Context: an optimization exercise on an open-source flow, tuned for small area and a short achievable clock period. The choices shown serve that exercise and are no tape-out recipe. The RTL was checked by simulation tests, not by an equivalence proof against the original design. Power figures rest on the tool's default switching activity, not on a simulated workload.

[flow/design.v]
`timescale 1ns / 1ps
module LAB1(ans_ex,data_out,DM_data,flag_ex,data_in,op_dec,A,B,clk,reset);
output reg [15:0] ans_ex,DM_data,data_out;
output wire [1:0] flag_ex;
input [15:0] data_in,A,B;
input [5:0] op_dec;
input clk,reset;
wire [15:0] ans_tmp,data_out_buff;
reg [1:0] flag_prv;
wire[15:0] x;
wire c1,c2,v1;
wire [15:0] m;
wire [15:0] y;
assign m=(op_dec[0]==1'b0)?B:
		 (op_dec[0]==1'b1)?(~(B)+16'b0000000000000001):B;
assign {c1,x[14:0]}=A[14:0]+m[14:0];
assign {c2,x[15]}=A[15]+m[15]+c1;
assign v1=c1^c2;
assign y=(B[3:0]==4'b0000)?A:
		   (B[3:0]==4'b0001)?{A[15],A[15:1]}:
			(B[3:0]==4'b0010)?{{2{A[15]}},A[15:2]}:
			(B[3:0]==4'b0011)?{{3{A[15]}},A[15:3]}:
			(B[3:0]==4'b0100)?{{4{A[15]}},A[15:4]}:
			(B[3:0]==4'b0101)?{{5{A[15]}},A[15:5]}:
			(B[3:0]==4'b0110)?{{6{A[15]}},A[15:6]}:
			(B[3:0]==4'b0111)?{{7{A[15]}},A[15:7]}: 
			(B[3:0]==4'b1000)?{{8{A[15]}},A[15:8]}:
         (B[3:0]==4'b1001)?{{9{A[15]}},A[15:9]}:
         (B[3:0]==4'b1010)?{{10{A[15]}},A[15:10]}:
         (B[3:0]==4'b1011)?{{11{A[15]}},A[15:11]}:
         (B[3:0]==4'b1100)?{{12{A[15]}},A[15:12]}:
         (B[3:0]==4'b1101)?{{13{A[15]}},A[15:13]}:
         (B[3:0]==4'b1110)?{{14{A[15]}},A[15:14]}:
         (B[3:0]==4'b1111)?{{15{A[15]}},A[15]}:16'b0;
assign ans_tmp=(op_dec==6'b000000)?x:
					(op_dec==6'b000001)?x:
					(op_dec==6'b000010)?B:
					(op_dec==6'b000100)?A&B:
					(op_dec==6'b000101)?A|B:
					(op_dec==6'b000110)?A^B:
					(op_dec==6'b000111)?~(B):
					(op_dec==6'b001000)?x:
					(op_dec==6'b001001)?x:
					(op_dec==6'b001010)?B:
					(op_dec==6'b001100)?A&B:
					(op_dec==6'b001101)?A|B:
					(op_dec==6'b001110)?A^B:
					(op_dec==6'b001111)?~(B):
					(op_dec==6'b010000)?ans_ex:
					(op_dec==6'b010001)?ans_ex:
					(op_dec==6'b010100)?A:
					(op_dec==6'b010101)?A:
					(op_dec==6'b010110)?data_in:
					(op_dec==6'b010111)?ans_ex:
					(op_dec==6'b011000)?ans_ex:
					(op_dec==6'b011001)?A<<B[3:0]:
					(op_dec==6'b011010)?A>>B[3:0]:
					(op_dec==6'b011011)?y:
					(op_dec==6'b011100)?ans_ex:
					(op_dec==6'b011101)?ans_ex:
					(op_dec==6'b011110)?ans_ex:
					(op_dec==6'b011111)?ans_ex:16'b0000000000000000;
assign flag_ex[1]=(ans_tmp==0)?1'b1:(op_dec==6'b010000)||(op_dec==6'b010000)||(op_dec==6'b010000)||(op_dec==6'b010000)||(op_dec==6'b010000)||(op_dec==6'b010000)?1'b0:(op_dec==6'b011100)||(op_dec==6'b011101)||(op_dec==6'b011110)||(op_dec==6'b011111)?flag_prv[1]:1'b0;
assign flag_ex[0]=(op_dec==6'b000000)||(op_dec==6'b000001)||(op_dec==6'b001000)||(op_dec==6'b001001)?v1:(op_dec==6'b011100)||(op_dec==6'b011101)||(op_dec==6'b011110)||(op_dec==6'b011111)?flag_prv[0]:1'b0;
assign data_out_buff=(op_dec==6'b010111)?A:data_out;
always@(posedge clk)
begin
	if(reset==1'b0)
	begin
		data_out<=0;
		ans_ex<=0;
		DM_data<=0;
		flag_prv<=0;
	end	 
	else
	begin
		data_out<=data_out_buff;
		ans_ex<=ans_tmp;
		flag_prv<=flag_ex;
		DM_data<=B;
	end	
end						
endmodule
`timescale 1ns / 1ps
module register_bank(A,B,ans_ex,ans_dm,ans_wb,imm,RA,RB,RW_dm,mux_sel_A,mux_sel_B,imm_sel,clk);
output[15:0] A,B;
input[15:0] ans_ex,ans_dm,ans_wb,imm;
input[4:0] RA,RB,RW_dm;
input[1:0] mux_sel_A,mux_sel_B;
input imm_sel,clk;
reg [15:0] AR,BR;
wire [15:0] B1;
reg[15:0] register_bank[31:0];
assign A=(mux_sel_A==2'b00)?AR:(mux_sel_A==2'b01)?ans_ex:(mux_sel_A==2'b10)?ans_dm:(mux_sel_A==2'b11)?ans_wb:16'b0;
assign B1=(mux_sel_B==2'b00)?BR:(mux_sel_B==2'b01)?ans_ex:(mux_sel_B==2'b10)?ans_dm:(mux_sel_B==2'b11)?ans_wb:16'b0;
assign B=(imm_sel==1'b1)?imm:B1;
always@ (posedge clk)
begin
register_bank[RW_dm]<=ans_dm;
AR<=register_bank[RA];
BR<=register_bank[RB]; 
end
endmodule
`timescale 1ns / 1ps
module stall_control_block(stall,stall_pm,op,clk,reset);
output stall;
output reg stall_pm;
input[5:0] op;
input clk,reset;
wire hlt,ld,jump;
reg ld1,jp1,jp;
and a1(hlt,op[0],~(op[1]),~(op[2]),~(op[3]),op[4],~(op[5]));
and a2(ld,~(op[0]),~(op[1]),op[2],~(op[3]),op[4],~(op[5]),~(ld1));
and a3(jump,op[2],op[3],op[4],~(op[5]),~(jp1),op[4],~(op[5]));
or o1(stall,hlt,jump,ld);
always@(posedge clk)
begin
	if(reset==1'b0)
	begin 
		ld1<=0;
		stall_pm<=0;
		jp<=0;
		jp1<=0;
	end
	else
	begin
		ld1<=ld;
		jp<=jump;
		stall_pm<=stall;
		jp1<=jp;
	end
end
endmodule
`timescale 1ns / 1ps
module write_back_block(ans_wb,ans_dm,clk,reset);
output reg [15:0] ans_wb;
input[15:0] ans_dm;
input clk,reset;
always@(posedge clk)
begin
	if(reset==1'b0)
	begin
		ans_wb<=16'b0;
	end
	else
	begin
		ans_wb<=ans_dm;
	end
end
endmodule
`timescale 1ns / 1ps
module jump_control_block(jmp_loc,pc_mux_sel,jmp_address_pm,current_address,op,flag_ex,interrupt,clk,reset);
input[15:0] jmp_address_pm,current_address;
input[5:0] op;
input[1:0] flag_ex;
input interrupt,clk,reset;
output[15:0] jmp_loc;
output pc_mux_sel;
wire[15:0] next_address,jmp_1;
wire jv,jnv,jz,jnz,jmp,ret,jv1,jnv1,jz1,jnz1;
wire[1:0] flag_ex_1;
reg interrupt_1,interrupt_2;
reg[15:0] next_address_prv;
reg[1:0] flag_ex_2;
wire[1:0] flag_ex_final;
and a1(jv,~op[0],~op[1],op[2],op[3],op[4],~op[5]);
and a2(jnv,op[0],~op[1],op[2],op[3],op[4],~op[5]);
and a3(jz,~op[0],op[1],op[2],op[3],op[4],~op[5]);
and a4(jnz,op[0],op[1],op[2],op[3],op[4],~op[5]);
and a5(jmp,~op[0],~op[1],~op[2],op[3],op[4],~op[5]);
and a6(jv1,flag_ex_final[0],jv);
and a7(jnv1,~flag_ex_final[0],jnv);
and a8(jz1,flag_ex_final[1],jz);
and a9(jnz1,~flag_ex_final[1],jnz);
and a10(ret,~op[0],~op[1],~op[2],~op[3],op[4],~op[5]);
or o1(pc_mux_sel,jv1,jnv1,jz1,jnz1,jmp,interrupt_1);
assign next_address=(interrupt==1'b1)?current_address+16'h0001:next_address_prv; 
assign flag_ex_1=(interrupt_2==1'b1)?flag_ex:flag_ex_2;
assign flag_ex_final=(ret==1'b1)?flag_ex_2:flag_ex;
assign jmp_1=(interrupt_1==1'b0)?jmp_address_pm:16'hf000;
assign jmp_loc=(ret==1'b1)?next_address_prv:jmp_1;
always@(posedge clk)
begin
	if(reset==1'b0)
	begin
		flag_ex_2<=2'b0;
		interrupt_1<=1'b0;
		interrupt_2<=1'b0;
		next_address_prv<=16'b0;
	end
	else
	begin
		flag_ex_2<=flag_ex_1;
		interrupt_1<=interrupt;
		interrupt_2<=interrupt_1;
		next_address_prv<=next_address;
	end
end
endmodule
`timescale 1ns / 1ps
module data_memory(ans_dm,ans_ex,DM_data,mem_rw_ex,mem_en_ex,mem_mux_sel_dm,reset,clk,DM_out);
output[15:0] ans_dm;
input[15:0] ans_ex,DM_data,DM_out;
input mem_rw_ex,mem_en_ex,mem_mux_sel_dm,reset,clk;
reg[15:0] Ex_out;
assign ans_dm=(mem_mux_sel_dm==1'b1)?DM_out:Ex_out;
always@(posedge clk)
begin
	if(reset==1'b0)
	begin
		Ex_out<=16'b0;
	end
	else
	begin
		Ex_out<=ans_ex;
	end
end
endmodule
`timescale 1ns / 1ps
module program_memory1(ins,current_address,jmp_loc,pc_mux_sel,stall,stall_pm,reset,clk,PM_out);
input clk,reset,pc_mux_sel,stall,stall_pm;
input[31:0] PM_out;
input[15:0] jmp_loc;
output  [15:0] current_address;
output [31:0] ins;
reg[15:0] hold_address,next_address;
reg[31:0] ins_prv;
wire[31:0] ins_pm;
wire[15:0] CAJ,CAR,IA;
assign CAJ=(stall==1'b1)? hold_address:next_address;
assign CAR = (pc_mux_sel == 1'b1) ? jmp_loc : CAJ;
assign current_address=(reset==1'b1)?CAR:16'b0;
assign IA=current_address+16'b0000000000000001;
assign ins_pm=(stall_pm==1'b1)?ins_prv:PM_out;
assign ins=(reset==1'b1)?ins_pm:32'b0;
always@(posedge clk)
begin
if(reset==1'b0)
begin
next_address<=16'b0;
hold_address<=16'b0;
ins_prv<=32'b0;
end
else
begin
next_address<=IA;
hold_address<=current_address;
ins_prv<=ins;
end
end
endmodule
`timescale 1ns / 1ps
module dep_check_16bit(imm,op_dec,RW_dm,mux_sel_A,mux_sel_B,imm_sel,mem_en_ex,mem_rw_ex,mem_mux_sel_dm,ins,clk,reset);
output reg [15:0] imm;
output reg [5:0] op_dec;
output reg [4:0] RW_dm;
output reg [1:0] mux_sel_A,mux_sel_B;
output reg imm_sel,mem_en_ex,mem_rw_ex,mem_mux_sel_dm;
input [31:0] ins;
input clk,reset;
wire [5:0] op=ins[31:26];
wire [4:0] rd=ins[25:21];
wire [4:0] ra=ins[20:16];
wire [4:0] rb=ins[15:11];
wire is_ld=(op==6'b010100);
wire is_st=(op==6'b010101);
reg ld1;
wire ld_first=is_ld&~ld1;
wire writes=(op[5:4]==2'b00)||ld_first||(op==6'b010110)||
            (op==6'b011001)||(op==6'b011010)||(op==6'b011011);
wire [4:0] dest=writes?rd:5'b0;
reg [4:0] dest_ex;
reg ld_ex,st_ex;
reg [4:0] dest_mem;
reg ld_mem;
wire [1:0] fwd_a=(ra==dest_ex&&!ld_ex)?2'b01:(ra==dest_mem)?2'b10:(ra==RW_dm)?2'b11:2'b00;
wire [1:0] fwd_b=(rb==dest_ex&&!ld_ex)?2'b01:(rb==dest_mem)?2'b10:(rb==RW_dm)?2'b11:2'b00;
always@(posedge clk)
begin
	if(reset==1'b0)
	begin
		ld1<=1'b0;
		imm<=16'b0;
		op_dec<=6'b0;
		mux_sel_A<=2'b0;
		mux_sel_B<=2'b0;
		imm_sel<=1'b0;
		dest_ex<=5'b0;
		ld_ex<=1'b0;
		st_ex<=1'b0;
		dest_mem<=5'b0;
		ld_mem<=1'b0;
		mem_en_ex<=1'b0;
		mem_rw_ex<=1'b0;
		mem_mux_sel_dm<=1'b0;
		RW_dm<=5'b0;
	end
	else
	begin
		ld1<=ld_first;
		imm<=ins[15:0];
		op_dec<=op;
		mux_sel_A<=fwd_a;
		mux_sel_B<=fwd_b;
		imm_sel<=(op[5:3]==3'b001);
		dest_ex<=dest;
		ld_ex<=ld_first;
		st_ex<=is_st;
		dest_mem<=dest_ex;
		ld_mem<=ld_ex;
		mem_en_ex<=ld_ex|st_ex;
		mem_rw_ex<=st_ex;
		mem_mux_sel_dm<=ld_mem;
		RW_dm<=dest_mem;
	end
end
endmodule
`timescale 1ns / 1ps
module mips_16bit(ins,A,B,Current_Address,ans_ex,ans_dm,ans_wb,mux_sel_A,mux_sel_B,imm_sel,data_out,data_in,interrupt,clk,reset,
                  pm_data,dm_en,dm_we,dm_wdata,dm_rdata);
output wire[31:0] ins;
output [15:0] A,B,data_out,Current_Address,ans_ex,ans_dm,ans_wb;
output wire[1:0] mux_sel_A,mux_sel_B;
output wire imm_sel;
input[15:0] data_in;
input clk,interrupt,reset;
input[31:0] pm_data;
output dm_en,dm_we;
output[15:0] dm_wdata;
input[15:0] dm_rdata;
wire stall,stall_pm,pc_mux_sel;
wire[5:0] op_dec;
wire[15:0] jmp_loc,imm,DM_data;
wire[4:0] RW_dm;
wire mem_en_ex,mem_rw_ex,mem_mux_sel_dm;
wire[1:0] flag_ex;
stall_control_block s1(stall,stall_pm,ins[31:26],clk,reset);
program_memory1 p1(ins,Current_Address,jmp_loc,pc_mux_sel,stall,stall_pm,reset,clk,pm_data);
dep_check_16bit dep1(imm,op_dec,RW_dm,mux_sel_A,mux_sel_B,imm_sel,mem_en_ex,mem_rw_ex,mem_mux_sel_dm,ins,clk,reset);
register_bank r1(A,B,ans_ex,ans_dm,ans_wb,imm,ins[20:16],ins[15:11],RW_dm,mux_sel_A,mux_sel_B,imm_sel,clk);
LAB1 l1(ans_ex,data_out,DM_data,flag_ex,data_in,op_dec,A,B,clk,reset);
data_memory dm1(ans_dm,ans_ex,DM_data,mem_rw_ex,mem_en_ex,mem_mux_sel_dm,reset,clk,dm_rdata);
assign dm_en=mem_en_ex;
assign dm_we=mem_rw_ex;
assign dm_wdata=DM_data;
write_back_block b1(ans_wb,ans_dm,clk,reset);
jump_control_block j1(jmp_loc,pc_mux_sel,ins[15:0],Current_Address,ins[31:26],flag_ex,interrupt,clk,reset);
endmodule
[flow/run.sh]
#!/bin/bash
# synth_recipe.tcl (not shown) runs the flow's synth.tcl, then flattens the netlist and writes it again
# the make line also repeats each setting of config.mk as NAME=value (left out here)
make -C /OpenROAD-flow-scripts/flow DESIGN_CONFIG=/design/flow/config.mk WORK_HOME=/design/flow/orfs CLKGATE_MAP_FILE= SYNTH_SCRIPT=/design/flow/synth_recipe.tcl finish
[flow/config.mk]
export PLATFORM = sky130hd
export DESIGN_NAME = mips_16bit
export DESIGN_NICKNAME = mips_16bit
export VERILOG_FILES = /design/flow/design.v
export SDC_FILE = /design/flow/constraint.sdc
export NUM_CORES = 4
export LEC_CHECK = 0
export CAP_MARGIN = 20
export CORE_MARGIN = 2
export CORE_UTILIZATION = 40
export SLEW_MARGIN = 20
[flow/constraint.sdc]
create_clock -name core_clock -period 11.5 [get_ports {clk}]
set_input_delay 2.3000 -clock core_clock [delete_from_list [all_inputs] [get_ports {clk}]]
set_output_delay 2.3000 -clock core_clock [all_outputs]
set_load 0.01 [all_outputs]
==> flow_summary.toml <==
[outcome]
run_status = "finished clean"

[floorplan]
top_level_ports = 234
die-area_um2 = 109000
initial_core_util_pct = 40.3
rows = 119
fp.coreArea_um2 = 105000
die_x_um = 330
die-height_um = 330

[routing]
drt_iter0_markers = 5634
drt_pass1_iterations = 9
vias_per_cell = 6.40
remaining_drc_errors = 0
drtAntennaViolNets = 0
vias = 41376
final_routed_wirelength_across_all_metal_layers_mm = 202
detail_route.wl_per_cell_um = 31.2

[timing]
number_of_slew_limit_violations_in_the_final_report = 0
hold_viol = 0
final.setup.tns_ns = 0
clock_skew_ns = 0.0399
report.final.setup_viol = 0
slew_headroom_pct = 25.0
highest_clock_rate_ghz = 0.0896
worstMarginPinSlew_ns = 1.12
postLayoutSetupSlackWorst_ns = 0.342
timing.final.crit_share_pct = 97.0
grt_setup_unrepaired = "no"
period_needed_ns = 11.16
timing.hold.ws_ns = 0.416

[finish]
finish.cell_count_without_fillers = 6467
multi_input_area_um2 = 20700
layout-area-overhead-vs-synth_pct = 19.1
regArea_um2 = 19900
drive_gt1_share_pct = 13.1
nets_finish = 5123
final_core_utilization_pct = 48.0
number_of_filler_instances_in_the_final_layout = 9862

[synth]
ys_seq_area_share_pct = 46.9
synthCells = 4752
synthesis.yosys.warnings = 8
synth.lib_cells_used.distinct = 102
post_synthesis_instance_area_um2 = 42400
yosys.cell_count.top_type = "sky130_fd_sc_hd__nand2_1"
synth.top_cell.area_share_pct = 36.2
area_contributors_post_synth = "sky130_fd_sc_hd__edfxtp_1, sky130_fd_sc_hd__dfxtp_1, sky130_fd_sc_hd__nand2_1, sky130_fd_sc_hd__a311oi_1, sky130_fd_sc_hd__nand3_1"
synth.avg_cell_area_um2 = 8.93
ys_async_sr_fraction_pct = 0
synth.top_cells.by_count = "sky130_fd_sc_hd__nand2_1, sky130_fd_sc_hd__edfxtp_1, sky130_fd_sc_hd__nand3_1, sky130_fd_sc_hd__nor2_1, sky130_fd_sc_hd__clkbuf_1"
netlist.top_cell.by_area = "sky130_fd_sc_hd__edfxtp_1"
synth_enable_flop_cells = 512
syn_nets = 4873
ys_dominant_reg_cell = "sky130_fd_sc_hd__edfxtp_1"
seq_cells_post_synth = 739

[place]
dp_slack_ns = -0.0998
detailedPlacementHpwl_mm = 136
place_inst = 6303
gp_congestion = 1.09
number_of_i_o_port_buffers = 233

[pwr]
power_density_nw_per_um2 = 174
cellLeakagePower_uw = 0.0189
maximum_resistive_drop_on_vdd_v = 0.000139

[grt]
grt-ovfl-total = 0
pin_count_of_the_biggest_net_entering_global_routing = 76
grt_antenna_before_repair = 3
grtUsageTotal_pct = 36.1
via_count_of_the_first_global_routing_pass = 38967
first_pass_grt_wire_length_mm = 284

[critical_path]
cpMostUsedCell = "sky130_fd_sc_hd__inv_1"
worst-endpoint-arrival_ns = 8.86
critical-path-slowest-cell = "sky130_fd_sc_hd__clkdlybuf4s50_1"
end_kind = "primary output"
critical_path_class = "in -> out"
cpPeakStageDelay_ns = 0.54
critical_path_peak_fanout = 10
worstSetupStartpointType = "primary input"
crit_path_required_time_ns = 9.20

[clocking]
clkTransAtPathRegs_ns = 0.06
clock_latency_ns = 0.69
cts.sinks = 739
clk_path_buf_depth = 3
cts.root.buffer_cell = "sky130_fd_sc_hd__clkbuf_16"
hold_buffers = 0
cts_buffers = 85
tritoncts = "yes"
cts_htree_levels = 3

[run]
max-cap-violations = 0

[hold_path]
kind_of_path_behind_the_tightest_hold_check = "reg -> reg"
[final cells by class]
| type | count | area share, % |
|---|---|---|
| clock inverter | 48 | 0.948 |
| antenna | 3 | 0.0148 |
| multi-input combinational | 3502 | 41.0 |
| timing repair buffer | 562 | 9.70 |
| sequential | 739 | 39.4 |
| tap | 1391 | 3.44 |
| inverter | 112 | 0.876 |
| clock buffer | 110 | 4.59 |
[kinds of logic after synthesis]
group | count (synthesis) | synth area share, %
compound gates | 973 | 17.1
xor+xnor | 64 | 1.32
fa+ha+maj | 54 | 1.63
buf+inv | 511 | 4.87
flops | 739 | 46.9
mux | 162 | 4.68
simple gates | 2249 | 23.5
[worst max-delay path, delay by kind of cell]
| family | cells | cell delay, ns |
|---|---|---|
| buffers and inverters | 9 | 1.73 |
| AO/OA/AOI/OAI | 12 | 1.81 |
| XOR/XNOR | 1 | 0.10 |
| multiplexers | 3 | 0.98 |
| adder cells (fa/ha/maj) | 2 | 0.81 |
| AND/OR/NAND/NOR | 5 | 1.14 |
[flip-flops by register name, summed over array words and instances (netlist names), 16 cells and up]
signal and count:
p1.ins_prv 32, b1.ans_wb 16, j1.next_address_prv 16, r1.AR 16
l1.ans_ex 16, p1.hold_address 16, l1.data_out 16, r1.register_bank 512
r1.BR 16, p1.next_address 16, dm1.Ex_out 16, l1.DM_data 16
[layer usage]
| layer | wire length [µm] | track usage [%] |
|---|---|---|
| met2 | 90100 | 56.5 |
| met4 | 15100 | 23.1 |
| met5 | 9 | 0 |
| met1 | 75900 | 46.1 |
| met3 | 20700 | 6.77 |
[what timing repair did]
action	in CTS	in global routing
pin swaps	1	3
gates resized for setup	5	32
gates cloned	0	1
buffers inserted	1	1
endpoints found under the setup margin	10	16
[worst paths after layout]
path	from	depth (start not counted)	to	slack, ns
hold / removal	s1.ld1	1	s1.ld1	0.42
hold reg to reg	s1.ld1	1	s1.ld1	0.42
setup / recovery	dm_rdata[4]	32	Current_Address[14]	0.34
setup reg to reg	dep1.mem_mux_sel_dm	40	j1.next_address_prv[12]	3.06
[placed cells by master (no fill, tap or decap), types with 15 or more instances in the layout]
cell type                         synthesis  final
sky130_fd_sc_hd__a21oi_1                141    138
sky130_fd_sc_hd__mux2i_1                 89     88
sky130_fd_sc_hd__edfxtp_1               512    512
sky130_fd_sc_hd__and2_1                  57     57
sky130_fd_sc_hd__nand4_1                 20     20
sky130_fd_sc_hd__mux4_2                  19     19
sky130_fd_sc_hd__inv_2                   14     15
sky130_fd_sc_hd__mux2_2                  42     42
sky130_fd_sc_hd__a31oi_1                 25     25
sky130_fd_sc_hd__clkinv_2                 0     17
sky130_fd_sc_hd__a311oi_1               261    261
sky130_fd_sc_hd__nor4_1                  21     19
sky130_fd_sc_hd__clkdlybuf4s50_1          0    217
sky130_fd_sc_hd__nand3_1                318    317
sky130_fd_sc_hd__nor2_1                 289    254
sky130_fd_sc_hd__nand2b_1                18     18
sky130_fd_sc_hd__a211oi_1                54     51
sky130_fd_sc_hd__nor3_1                  50     48
sky130_fd_sc_hd__inv_1                   84     81
sky130_fd_sc_hd__dfxtp_1                227    224
sky130_fd_sc_hd__xor2_1                  15     15
sky130_fd_sc_hd__o21ai_0                142    137
sky130_fd_sc_hd__xnor2_1                 49     49
sky130_fd_sc_hd__nor2_2                   0     32
sky130_fd_sc_hd__nor2b_1                 15     15
sky130_fd_sc_hd__o31ai_1                 45     43
sky130_fd_sc_hd__a22oi_1                 23     23
sky130_fd_sc_hd__nand2_1               1209   1201
sky130_fd_sc_hd__clkbuf_1               273     15
sky130_fd_sc_hd__clkbuf_16                0     86
sky130_fd_sc_hd__buf_4                    9    324
sky130_fd_sc_hd__a21o_1                  17     16
sky130_fd_sc_hd__a221oi_1                30     30
sky130_fd_sc_hd__o211ai_1                32     32
sky130_fd_sc_hd__clkinv_1                14     20
sky130_fd_sc_hd__or3_1                   56     56
sky130_fd_sc_hd__o22ai_1                 24     24
sky130_fd_sc_hd__o221ai_1                22     22
sky130_fd_sc_hd__ha_1                    52     51
sky130_fd_sc_hd__and3_1                 146    146
[report_power, final]
group	total, µW	switching (µW)	internal (µW)
registers	3100	117	2980
clock network	2720	1180	1530
logic	2970	1940	1030
[per-stage QoR]
| stage | instance area, µm² | power, µW |
|---|---|---|
| 6_report | 50600 | 8780 |
| 5_1_grt | 50600 | 9020 |
| 4_1_cts | 50400 | 8680 |
| 3_5_place_dp | 47600 | 5980 |
| 3_3_place_gp | 47600 | 6000 |
| 2_1_floorplan | 42400 | 4590 |

-- port drivers added, routing unchanged --
Ports are ideal in the flow. The routed layout listed here was re-timed in OpenROAD.
Step 1 sets driving cells, clkbuf_16 on the clock port and buf_2 on the other inputs (assumed; they add their load-dependent delay and slew).
Step 2 also shifts input and output timing later by t, the mid clock arrival at the registers, as if the neighbouring blocks saw the same clock.
a / b / c = ideal / step 1 / step 2; a / b = the first two.
shift t [ns]: 0.748
setup WS [ns]: 0.342 / 0.266 / 0.266
hold WS [ns]: 0.416 / 0.416 / 0.416
worst setup path at the end: input to output
slew at the worst register clock pin (ns): 0.07 / 0.07
After both steps this run still meets setup and hold. For this run, drivers alone change the setup slack by -0.076 ns; drivers and shift together by -0.076 ns.
